This design comes from an exercise in tuning for small area and a short achievable clock period on the open sky130 flow, not from production work. The clock input has no modelled driver; a real chip could not lean on it and would need a root buffer or a full tree.

==> try-onyx <==
==> flow/design.v (excerpt) <==
module alu_top (
    input             clk,
    input      [3:0]  control,
    input             CI,
    input      [31:0] DATA_A,
    input      [31:0] DATA_B,
    output reg [31:0] OUT,
    output reg        CO,
    output reg        OVF,
    output reg        N,
    output reg        Z
);
==> flow/config.mk <==
export PLATFORM = sky130hd
export DESIGN_NAME = alu_top
export DESIGN_NICKNAME = alu_top
export VERILOG_FILES = /design/flow/design.v
export SDC_FILE = /design/flow/constraint.sdc
export NUM_CORES = 4
export LEC_CHECK = 0
export ABC_AREA = 1
export CAP_MARGIN = 20
export CORE_MARGIN = 2
export CORE_UTILIZATION = 72
export PLACE_DENSITY = 0.8
export SLEW_MARGIN = 20
==> flow/constraint.sdc <==
create_clock -name core_clock -period 10.0 [get_ports {clk}]
set_input_delay 2.0000 -clock core_clock [delete_from_list [all_inputs] [get_ports {clk}]]
set_output_delay 2.0000 -clock core_clock [all_outputs]
set_load 0.01 [all_outputs]
standard.sh (not shown) runs the stock make flow with config.mk's settings and CLKGATE_MAP_FILE= SYNTH_SCRIPT=/design/flow/synth_recipe.tcl, a recipe that flattens the netlist after the stock synthesis.
==> flow/flow/run.sh <==
#!/bin/bash
# ORFS layout through the standard.sh, with these changes:
# - the ports get small fast buffers (buf_1);
# - the clock tree is one level of four clkbuf_16 (flow/cts_manual.tcl);
# - timing repair aims below the clock period (SETUP_SLACK_MARGIN); the design is still
#   built and signed off at the design's period;
# - if flow/abc.script exists, synthesis maps the logic with it instead of ORFS's ABC
#   script (flow/synth.tcl is synth_recipe.tcl with that one change; registers are as in
#   the standard synthesis).
set -euo pipefail
here=$(pwd)
export MY_ABC_SCRIPT=$here/flow/abc.script
bash standard.sh \
  "SYNTH_SCRIPT=$here/flow/synth.tcl" \
  "ADDER_MAP_FILE=" \
  "BUFFER_PORTS_ARGS=-buffer_cell sky130_fd_sc_hd__buf_1" \
  "PRE_CTS_TCL=$here/flow/cts_manual.tcl" \
  "SETUP_SLACK_MARGIN=7.3" \
  finish > make_finish.log 2>&1
==> flow/flow/abc.script <==
strash; dch -f; map -D 2200 -B 0.9; topo; stime -c; buffer -c; upsize -c -D 2200; dnsize -c -D 2200
==> flow/flow/cts_manual.tcl <==
# Read by ORFS's CTS step (PRE_CTS_TCL). Replaces clock_tree_synthesis with a one-level
# clock tree: the clock port drives four clkbuf_16, each of which drives the registers of
# one quadrant of the placement (split at the median x, then at the median y). Every
# register sees the same single buffer stage, so the tree adds no deliberate skew.
proc clock_tree_synthesis { args } {
  set block [ord::get_db_block]
  set master [[ord::get_db] findMaster sky130_fd_sc_hd__clkbuf_16]
  set clknet [[$block findBTerm clk] getNet]
  set sinks {}
  foreach it [$clknet getITerms] {
    set bb [[$it getInst] getBBox]
    lappend sinks [list $it [expr {([$bb xMin] + [$bb xMax]) / 2}] [expr {([$bb yMin] + [$bb yMax]) / 2}]]
  }
  set sorted [lsort -integer -index 1 $sinks]
  set half [expr {[llength $sorted] / 2}]
  set groups {}
  foreach col [list [lrange $sorted 0 [expr {$half - 1}]] [lrange $sorted $half end]] {
    set col [lsort -integer -index 2 $col]
    set h [expr {[llength $col] / 2}]
    lappend groups [lrange $col 0 [expr {$h - 1}]] [lrange $col $h end]
  }
  set g 0
  foreach grp $groups {
    set inst [odb::dbInst_create $block $master clkbuf_q$g]
    set net [odb::dbNet_create $block clknet_q$g]
    $net setSigType CLOCK
    [$inst findITerm A] connect $clknet
    [$inst findITerm X] connect $net
    set sx 0
    set sy 0
    foreach s $grp {
      set it [lindex $s 0]
      $it disconnect
      $it connect $net
      set sx [expr {$sx + [lindex $s 1]}]
      set sy [expr {$sy + [lindex $s 2]}]
    }
    set m [llength $grp]
    $inst setLocation [expr {$sx / $m}] [expr {$sy / $m}]
    $inst setPlacementStatus PLACED
    incr g
  }
  puts "cts_manual: clock port drives $g clkbuf_16, [llength $sinks] registers"
  set_propagated_clock [all_clocks]
}
Other scripts of this flow, unchanged in this note and not shown: flow/flow/synth.tcl
==> try-ember: changes against try-onyx <==
--- a/flow/design.v
+++ b/flow/design.v
@@ -56,19 +56,21 @@
 wire subop = arith & c1;
 wire [WIDTH-1:0] a = DATA_A;
 wire [WIDTH-1:0] y = DATA_B ^ {WIDTH{sub}};
 wire [WIDTH-1:0] p = a ^ y;
 wire [WIDTH-1:0] g = a & y & {WIDTH{arith}};
 wire [WIDTH-1:0] t = a | y;
-wire addlike = arith & ~c1;                           
-wire m11 = (~c3 & ~c2 & ~c1 & ~c0) | (arith & c1 & ~c0) | (c3 & c2 & ~(c1 & c0));   
-wire m00 = (arith & c1 & ~c0) | (c3 & c2 & c1);                         
-wire m10 = (~c3 & ~c2 & ~c1 & c0) | addlike | inv | (c3 & c2 & ~c1 & ~c0) | (c3 & c2 & c1 & c0);  
-wire m01 = (~c3 & ~c2 & ~c1 & c0) | addlike | inv | (c3 & c2 & ~c1);    
-wire [WIDTH-1:0] q = (a & DATA_B & {WIDTH{m11}}) | (a & ~DATA_B & {WIDTH{m10}})
-                   | (~a & DATA_B & {WIDTH{m01}}) | (~a & ~DATA_B & {WIDTH{m00}});
+wire l_and = ~c3 & ~c2 & ~c1 & ~c0;
+wire l_xor = (~c3 & ~c2 & ~c1 & c0) | (c3 & c2 & c1 & ~c0);    
+wire l_orr = c3 & c2 & ~c1 & ~c0;
+wire l_mov = c3 & c2 & c0;                                      
+wire [WIDTH-1:0] q = ({WIDTH{arith}} & (p ^ {WIDTH{inv}}))
+                   | ({WIDTH{l_and}} & (a & y))
+                   | ({WIDTH{l_xor}} & p)
+                   | ({WIDTH{l_orr}} & t)
+                   | ({WIDTH{l_mov}} & y);
 wire [31:0] G0 = {g[30:0], k};
 wire [31:0] P0 = {p[30:0], 1'b0};
 wire G1_1 = G0[1] | (P0[1] & G0[0]);
 wire G1_3 = G0[3] | (P0[3] & G0[2]);
 wire P1_3 = P0[3] & P0[2];
 wire G1_5 = G0[5] | (P0[5] & G0[4]);
==> flow/flow/run.sh (replaced) <==
#!/bin/bash
# ORFS layout through the standard.sh, with three changes: the logic is mapped by
# this flow's own ABC script (flow/abc.script; the registers come out as in the standard
# synthesis), the ports get small fast buffers, and timing repair aims below the clock
# period (the design is still built and signed off at the design's period).
set -euo pipefail
here=$(pwd)
export MY_ABC_SCRIPT=$here/flow/abc.script
bash standard.sh \
  "SYNTH_SCRIPT=$here/flow/synth.tcl" \
  "ADDER_MAP_FILE=" \
  "BUFFER_PORTS_ARGS=-buffer_cell sky130_fd_sc_hd__buf_1" \
  "SETUP_SLACK_MARGIN=7" \
  finish > make_finish.log 2>&1
==> flow/flow/abc.script (replaced) <==
strash; &get -n; &deepsyn -T 30; &put; dch; map -a; topo
- ABC_AREA: 1 -> unset
- CORE_UTILIZATION: 72 -> 40
- PLACE_DENSITY: 0.8 -> unset
removed: flow/flow/cts_manual.tcl
==> summary.txt <==
- Between try-onyx and try-ember, the lower design area is in try-onyx (gap about 3%, measured against try-ember).
- Against try-ember, the cell count of try-onyx is higher by about 15%.
- try-ember produced a clean layout. try-onyx went through all stages and came out clean.
- Of try-ember and try-onyx, try-onyx has the higher synthesized area (gap about 22%, measured against try-onyx).
- In try-ember the setup slack is worse than in try-onyx, by 4000 ps.
- Of try-onyx and try-ember, try-onyx has the higher first-iteration DRC count (gap 59%, measured against try-ember).
- Via count: try-ember is smaller than try-onyx (17%).
- Core utilization: try-ember is lower than try-onyx (24 points).
No functional check of the RTL was part of any run of this note. In try-onyx the design's own scripts or RTL, not TritonCTS, make the clock network.

==> re-timing with driven ports <==
In the flow no input, the clock included, has a driving cell. The finished layouts below were timed again as built, in two steps. Step 1: set_driving_cell puts a clkbuf_16 on clk and a buf_2 on each other input, an assumption about the parent block. Step 2 times the ports against the registers' clock, not the clock port: input delays grow and output delays shrink by t, the midpoint of the rising clock arrivals with the driver on. Slacks: ideal / step 1 / step 2; pairs: ideal / step 1.
run	t (ns)	setup slack, ns	worst setup path at the end	worst register clock-pin slew, ns	worst data-port slew with drivers (ns)
try-onyx	0.243	7.288 / 7.220 / 7.288	register to register	0.10 / 0.10	0.04
try-ember	0.396	3.310 / 3.310 / 3.310	register to register	0.07 / 0.07	0.04
After both steps every run listed still meets setup and hold.
